Background: an optimization exercise with open tools, aiming at small area. Do not read the settings as production practice. In this exercise RTL edits were held to simulation tests only and were not proved equivalent to the original. The flow treats the clock pin as an ideal source. Dropping or thinning the clock tree relies on that and would not hold on a real chip. Power figures rest on the tool's default switching activity, not on a simulated workload.

==> flow/design.v <==
`timescale 1ns / 1ps
module top(
    input clk,
    input btnC,
    input [0:2] sw,
    input btnU,
    output [6:0] seg,
    output [3:0] an,
    output [0:2] led
    );
    reg [2:0] x;
    reg [1:0] m, d;
    reg [5:0] c;
    reg q0, q1, q1d, b, pend;
    reg [3:0] O, T, H;
    wire xfb = x[2] ^ (x[1] | ~x[0]);
    wire x7 = x[2] & ~x[1] & ~x[0];                 
    wire pre = x[2] & ~x[1] & x[0];                 
    wire scantick = x7 & m[1] & m[0];
    wire slowtick = pre & c[0] & c[2] & ~c[3] & ~c[5];
    wire cfb = c[5] ^ ~(c[4] | (c[3] & c[1]));
    wire bn = q0 & ~q1d;
    wire press = slowtick & bn & ~b;
    wire w2 = sw[0], w1 = sw[1], w0 = sw[2];
    wire op_any = w2 ^ w1 ^ w0;
    wire op_q1 = ~(w0 & ~(w2 ^ w1));
    wire op_b = ~(w1 & ~(w2 ^ w0));
    wire apply = scantick & pend;
    wire dec = apply & ~q1 & ~b;
    wire [1:0] k = {q1, b} & {2{apply}};
    wire [4:0] s = {1'b0, O} + {1'b0, dec, dec, dec | k[1], dec | k[0]};
    wire carryO = ~dec & s[3] & (s[2] | s[1]);     
    wire zeroDec = dec & ~s[4];                     
    wire ne = |(T ^ H);
    wire borrowO = zeroDec & ne;
    wire [3:0] On;
    assign On[3] = ~carryO & (zeroDec ? ne : s[3]);
    assign On[2] = ~carryO & ~zeroDec & s[2];
    assign On[1] = carryO ? s[2] : (~zeroDec & s[1]);
    assign On[0] = zeroDec ? ne : s[0];
    wire inc = carryO, dcr = borrowO;
    wire ci = (T[0] & T[3] & inc);
    wire bi = (~T[0] & ~T[1] & ~T[2] & ~T[3] & dcr);
    wire [3:0] Tn;
    assign Tn[0] = (~T[0] & inc) | (~T[0] & dcr) | (T[0] & ~inc & ~dcr);
    assign Tn[1] = (~T[0] & T[1] & ~dcr) | (T[0] & T[1] & ~inc) | (T[0] & ~T[1] & ~T[3] & inc) | (~T[0] & T[3] & dcr) | (~T[0] & ~T[1] & T[2] & dcr);
    assign Tn[2] = (T[2] & ~inc & ~dcr) | (~T[0] & T[2] & inc) | (T[1] & T[2] & dcr) | (T[0] & ~T[1] & T[2]) | (~T[0] & T[3] & dcr) | (T[0] & T[1] & ~T[2] & inc);
    assign Tn[3] = (~T[0] & T[3] & ~dcr) | (T[0] & T[3] & ~inc) | (T[0] & T[1] & T[2] & inc) | (~T[0] & ~T[1] & ~T[2] & ~T[3] & dcr);
    wire [3:0] Hn = H + {bi, bi, bi, ci | bi};
    always @(posedge clk or posedge btnU) begin
        if (btnU) begin
            x <= 3'b000;
            m <= 2'd2;
            d <= 2'd0;
            c <= 6'b001111;
            q0 <= 1'b0;
            q1 <= 1'b0;
            q1d <= 1'b0;
            b <= 1'b1;
            pend <= 1'b0;
            O <= 4'd0;
            T <= 4'd0;
            H <= 4'd0;
        end
        else begin
            x <= {x[1:0], xfb};
            m <= m + {1'b0, x7};
            d <= d + {1'b0, scantick};
            c <= {c[4:0], cfb};
            if (slowtick) begin
                q0 <= btnC;
                q1d <= q1;
                if (press) begin
                    q1 <= op_q1;
                    b <= op_b;
                    pend <= op_any;
                end
                else begin
                    q1 <= q0;
                    b <= bn;
                end
            end
            else if (scantick) begin
                q1 <= q1 | pend;
                b <= pend | (b & q1);
                pend <= 1'b0;
            end
            O <= On;
            T <= Tn;
            H <= Hn;
        end
    end
    wire valid = ~(~pend & ~q1 & b);
    wire [3:0] v = d[1] ? (d[0] ? 4'd0 : H) : (d[0] ? T : O);
    wire blank = d[1] & ~d[0] & H[3] & (H[2] | H[1]);
    wire [6:0] pat;
    assign pat[0] = ~v[3] & ~v[2] & ~v[1] & v[0] | v[2] & ~v[1] & ~v[0];
    assign pat[1] = v[2] & (v[1] ^ v[0]);
    assign pat[2] = ~v[2] & v[1] & ~v[0];
    assign pat[3] = ~v[2] & ~v[1] & v[0] | v[2] & ~v[1] & ~v[0] | v[2] & v[1] & v[0];
    assign pat[4] = v[0] | v[2] & ~v[1];
    assign pat[5] = ~v[3] & ~v[2] & v[0] | ~v[2] & v[1] | v[1] & v[0];
    assign pat[6] = ~v[3] & ~v[2] & ~v[1] | v[2] & v[1] & v[0];
    assign seg = {valid & (blank | pat[6]), {6{blank}} | pat[5:0]};
    assign an = {valid, valid, valid, 1'b1} & ~(4'b0001 << d);
    assign led = sw;
endmodule
export LEC_CHECK = 0
export CAP_MARGIN = 20
export CORE_MARGIN = 2
export CORE_UTILIZATION = 40
export SLEW_MARGIN = 20
create_clock -name core_clock -period 10.0 [get_ports {clk}]
standard.sh (not shown) runs the stock make flow with config.mk's settings and CLKGATE_MAP_FILE= SYNTH_SCRIPT=/design/flow/synth_recipe.tcl, a recipe that flattens the netlist after the stock synthesis.
==> flow/flow/run.sh <==
#!/bin/bash
# Own layout flow: the standard flow, with
#  - synthesis mapped for area: the best of 31 abc mappings (flow/abc_n1.script,
#    and deepsyn with 30 seeds before it),
#    with ripple-carry adders and no half/full-adder cells,
#  - the reset inverter as an inv_2 (flow/post_synth.tcl),
#  - port buffers of the smallest buffer cell,
#  - a smaller clock tree: four clkbuf_4 cells driven by the clock port
#    (CTS without dummy loads, then flow/post_cts.tcl drops its root buffer),
#  - placement that is not timing driven (the design has slack to spare).
# Each tool's output goes to a log file in the work folder.
set -euo pipefail
W=$PWD
R=$W/orfs/results/$FLOW_PLATFORM/top/base

bash standard.sh synth > std_synth.log 2>&1
cp $R/1_2_yosys.v std_1_2_yosys.v
grep -oE "sky130_fd_sc_hd__(df|sdf|edf)[a-z]+_[0-9]+ +[^ ]+" std_1_2_yosys.v \
  | sed -E 's/_[0-9]+ / /' | sort > std_regs.txt

# 2. the same flow with the area synthesis
sed -e "s#SYNTH_SCRIPT=[^ ]*#SYNTH_SCRIPT=$W/flow/my_synth.tcl ADDER_MAP_FILE=#" standard.sh > own.sh
rm -f $R/1_2_yosys.v $R/1_2_yosys.sdc $R/1_synth.odb $R/1_synth.sdc
# abc scripts: the plain area script, and deepsyn with 30 random seeds
mkdir -p $W/abc
cp $W/flow/abc_n1.script $W/abc/
for S in $(seq 1 30); do
  { echo strash; echo "&get -n"; echo "&deepsyn -J 20 -S $S"; echo "&put"
    tail -n +2 $W/flow/abc_n1.script; } > $W/abc/abc_j$S.script
done
export OWN_FLOW_DIR=$W/abc
export POST_SYNTH_TCL=$W/flow/post_synth.tcl
if ! bash own.sh synth > own_synth.log 2>&1; then
  # an abc script failed: map with the plain area script alone
  rm -f $R/1_2_yosys.v $R/1_2_yosys.sdc $R/1_synth.odb $R/1_synth.sdc
  OWN_ABC_GLOB=abc_n1.script bash own.sh synth > own_synth_fallback.log 2>&1
fi
grep -oE "sky130_fd_sc_hd__(df|sdf|edf)[a-z]+_[0-9]+ +[^ ]+" $R/1_2_yosys.v \
  | sed -E 's/_[0-9]+ / /' | sort > own_regs.txt
if ! cmp -s std_regs.txt own_regs.txt; then
  echo "registers differ from the standard synthesis" >&2
  exit 1
fi

# 3. the rest of the standard flow
export GPL_TIMING_DRIVEN=0
export PRE_GLOBAL_PLACE_TCL=$W/flow/pre_place.tcl
export BUFFER_PORTS_ARGS="-buffer_cell sky130_fd_sc_hd__buf_1"
export CTS_ARGS="-sink_clustering_enable -repair_clock_nets -dont_use_dummy_load -buf_list sky130_fd_sc_hd__clkbuf_4 -root_buf sky130_fd_sc_hd__clkbuf_4"
export POST_CTS_TCL=$W/flow/post_cts.tcl
bash own.sh finish > own_finish.log 2>&1
test -s out/final.def
Other scripts of this flow, unchanged in this note and not shown: flow/flow/abc_n1.script, flow/flow/my_synth.tcl, flow/flow/post_cts.tcl, flow/flow/post_synth.tcl, flow/flow/pre_place.tcl
Edit:
==> flow/design.v (replaced) <==
`timescale 1ns / 1ps
module top(
    input clk,
    input btnC,
    input [0:2] sw,
    input btnU,
    output [6:0] seg,
    output [3:0] an,
    output [0:2] led
    );
    reg [2:0] x;
    reg [1:0] m, d;
    reg [5:0] c;
    reg q0, q1, q1d, b;
    reg [2:0] p;
    reg [3:0] O, T, H;
    wire xfb = x[2] ^ (x[1] | ~x[0]);
    wire x7 = x[2] & ~x[1] & ~x[0];                 
    wire pre = x[2] & ~x[1] & x[0];                 
    wire scantick = x7 & m[1] & m[0];
    wire slowtick = pre & c[0] & c[2] & ~c[3] & ~c[5];
    wire cfb = c[5] ^ ~(c[4] | (c[3] & c[1]));
    wire bn = q0 & ~q1d;
    wire press = slowtick & bn & ~b;
    wire w2 = sw[0], w1 = sw[1], w0 = sw[2];
    wire [2:0] op;
    assign op[2] = w2 & w1 & w0;
    assign op[1] = ~w0 & (w2 ^ w1);
    assign op[0] = ~w1 & (w2 ^ w0);
    wire [2:0] e = p & {3{scantick}};
    wire dec = e[2];
    wire [4:0] s = {1'b0, O} + {1'b0, dec, dec, dec | e[1], dec | e[0]};
    wire carryO = ~dec & s[3] & (s[2] | s[1]);     
    wire zeroDec = dec & ~s[4];                     
    wire ne = |(T ^ H);
    wire borrowO = zeroDec & ne;
    wire [3:0] On;
    assign On[3] = ~carryO & (zeroDec ? ne : s[3]);
    assign On[2] = ~carryO & ~zeroDec & s[2];
    assign On[1] = carryO ? s[2] : (~zeroDec & s[1]);
    assign On[0] = zeroDec ? ne : s[0];
    wire T9 = T[3] & T[0];
    wire T0 = ~(T[3] | T[2] | T[1] | T[0]);
    wire ci = carryO & T9;                           
    wire bi = borrowO & T0;                          
    wire [3:0] st = T + {borrowO, borrowO, borrowO, carryO | borrowO};
    wire [3:0] Tn = {st[3] & ~ci, st[2] & ~bi, st[1] & ~ci & ~bi, st[0]};
    wire [3:0] Hn = H + {bi, bi, bi, ci | bi};
    always @(posedge clk or posedge btnU) begin
        if (btnU) begin
            x <= 3'b000;
            m <= 2'd2;
            d <= 2'd0;
            c <= 6'b001111;
            q0 <= 1'b0;
            q1 <= 1'b0;
            q1d <= 1'b0;
            b <= 1'b0;
            p <= 3'b110;
            O <= 4'd0;
            T <= 4'd0;
            H <= 4'd0;
        end
        else begin
            x <= {x[1:0], xfb};
            m <= m + {1'b0, x7};
            d <= d + {1'b0, scantick};
            c <= {c[4:0], cfb};
            if (slowtick) begin
                q0 <= btnC;
                q1 <= q0;
                q1d <= q1;
                b <= bn;
            end
            if (press)
                p <= op;
            else if (scantick)
                p <= 3'b000;
            O <= On;
            T <= Tn;
            H <= Hn;
        end
    end
    wire valid = ~(p[2] & p[1]);
    wire [3:0] v = d[1] ? (d[0] ? 4'd0 : H) : (d[0] ? T : O);
    wire blank = d[1] & ~d[0] & H[3] & (H[2] | H[1]);
    wire [6:0] pat;
    assign pat[0] = ~v[3] & ~v[2] & ~v[1] & v[0] | v[2] & ~v[1] & ~v[0];
    assign pat[1] = v[2] & (v[1] ^ v[0]);
    assign pat[2] = ~v[2] & v[1] & ~v[0];
    assign pat[3] = ~v[2] & ~v[1] & v[0] | v[2] & ~v[1] & ~v[0] | v[2] & v[1] & v[0];
    assign pat[4] = v[0] | v[2] & ~v[1];
    assign pat[5] = ~v[3] & ~v[2] & v[0] | ~v[2] & v[1] | v[1] & v[0];
    assign pat[6] = ~v[3] & ~v[2] & ~v[1] | v[2] & v[1] & v[0];
    assign seg = {valid & (blank | pat[6]), {6{blank}} | pat[5:0]};
    assign an = {valid, valid, valid, 1'b1} & ~(4'b0001 << d);
    assign led = sw;
endmodule
Clock power increases by 7.1%.
Power increases by 3.2%.
Flip-flop and latch count increases by 2.
Routed wire length hardly moves.
Area after synthesis increases by 2.9%.
Cell count increases by 1.2%.
Cell area increases by 2.7%.
Worst setup slack gains 170 ps.

==> static timing again, ports no longer ideal <==
Ports are ideal in the flow. The routed layouts listed here were re-timed in OpenROAD. Step 1 sets driving cells, clkbuf_16 on the clock port and buf_2 on the other inputs (assumed; they add their load-dependent delay and slew). Step 2 moves the port delays by t, midway between the first and last clock arrival at a register: inputs arrive t later, outputs are due t later. That takes back most of the time a late clock gives input paths. a / b / c = ideal / step 1 / step 2; a / b = the first two.
run	shift t [ns]	setup slack, ns	worst setup path after step 2	slew at the worst register clock pin (ns)
the first run	0.186	5.279 / 5.239 / 5.425	register to output	0.10 / 0.10
the second run	0.196	5.453 / 5.411 / 5.606	register to output	0.11 / 0.11
After both steps setup and hold are still met in every run listed.
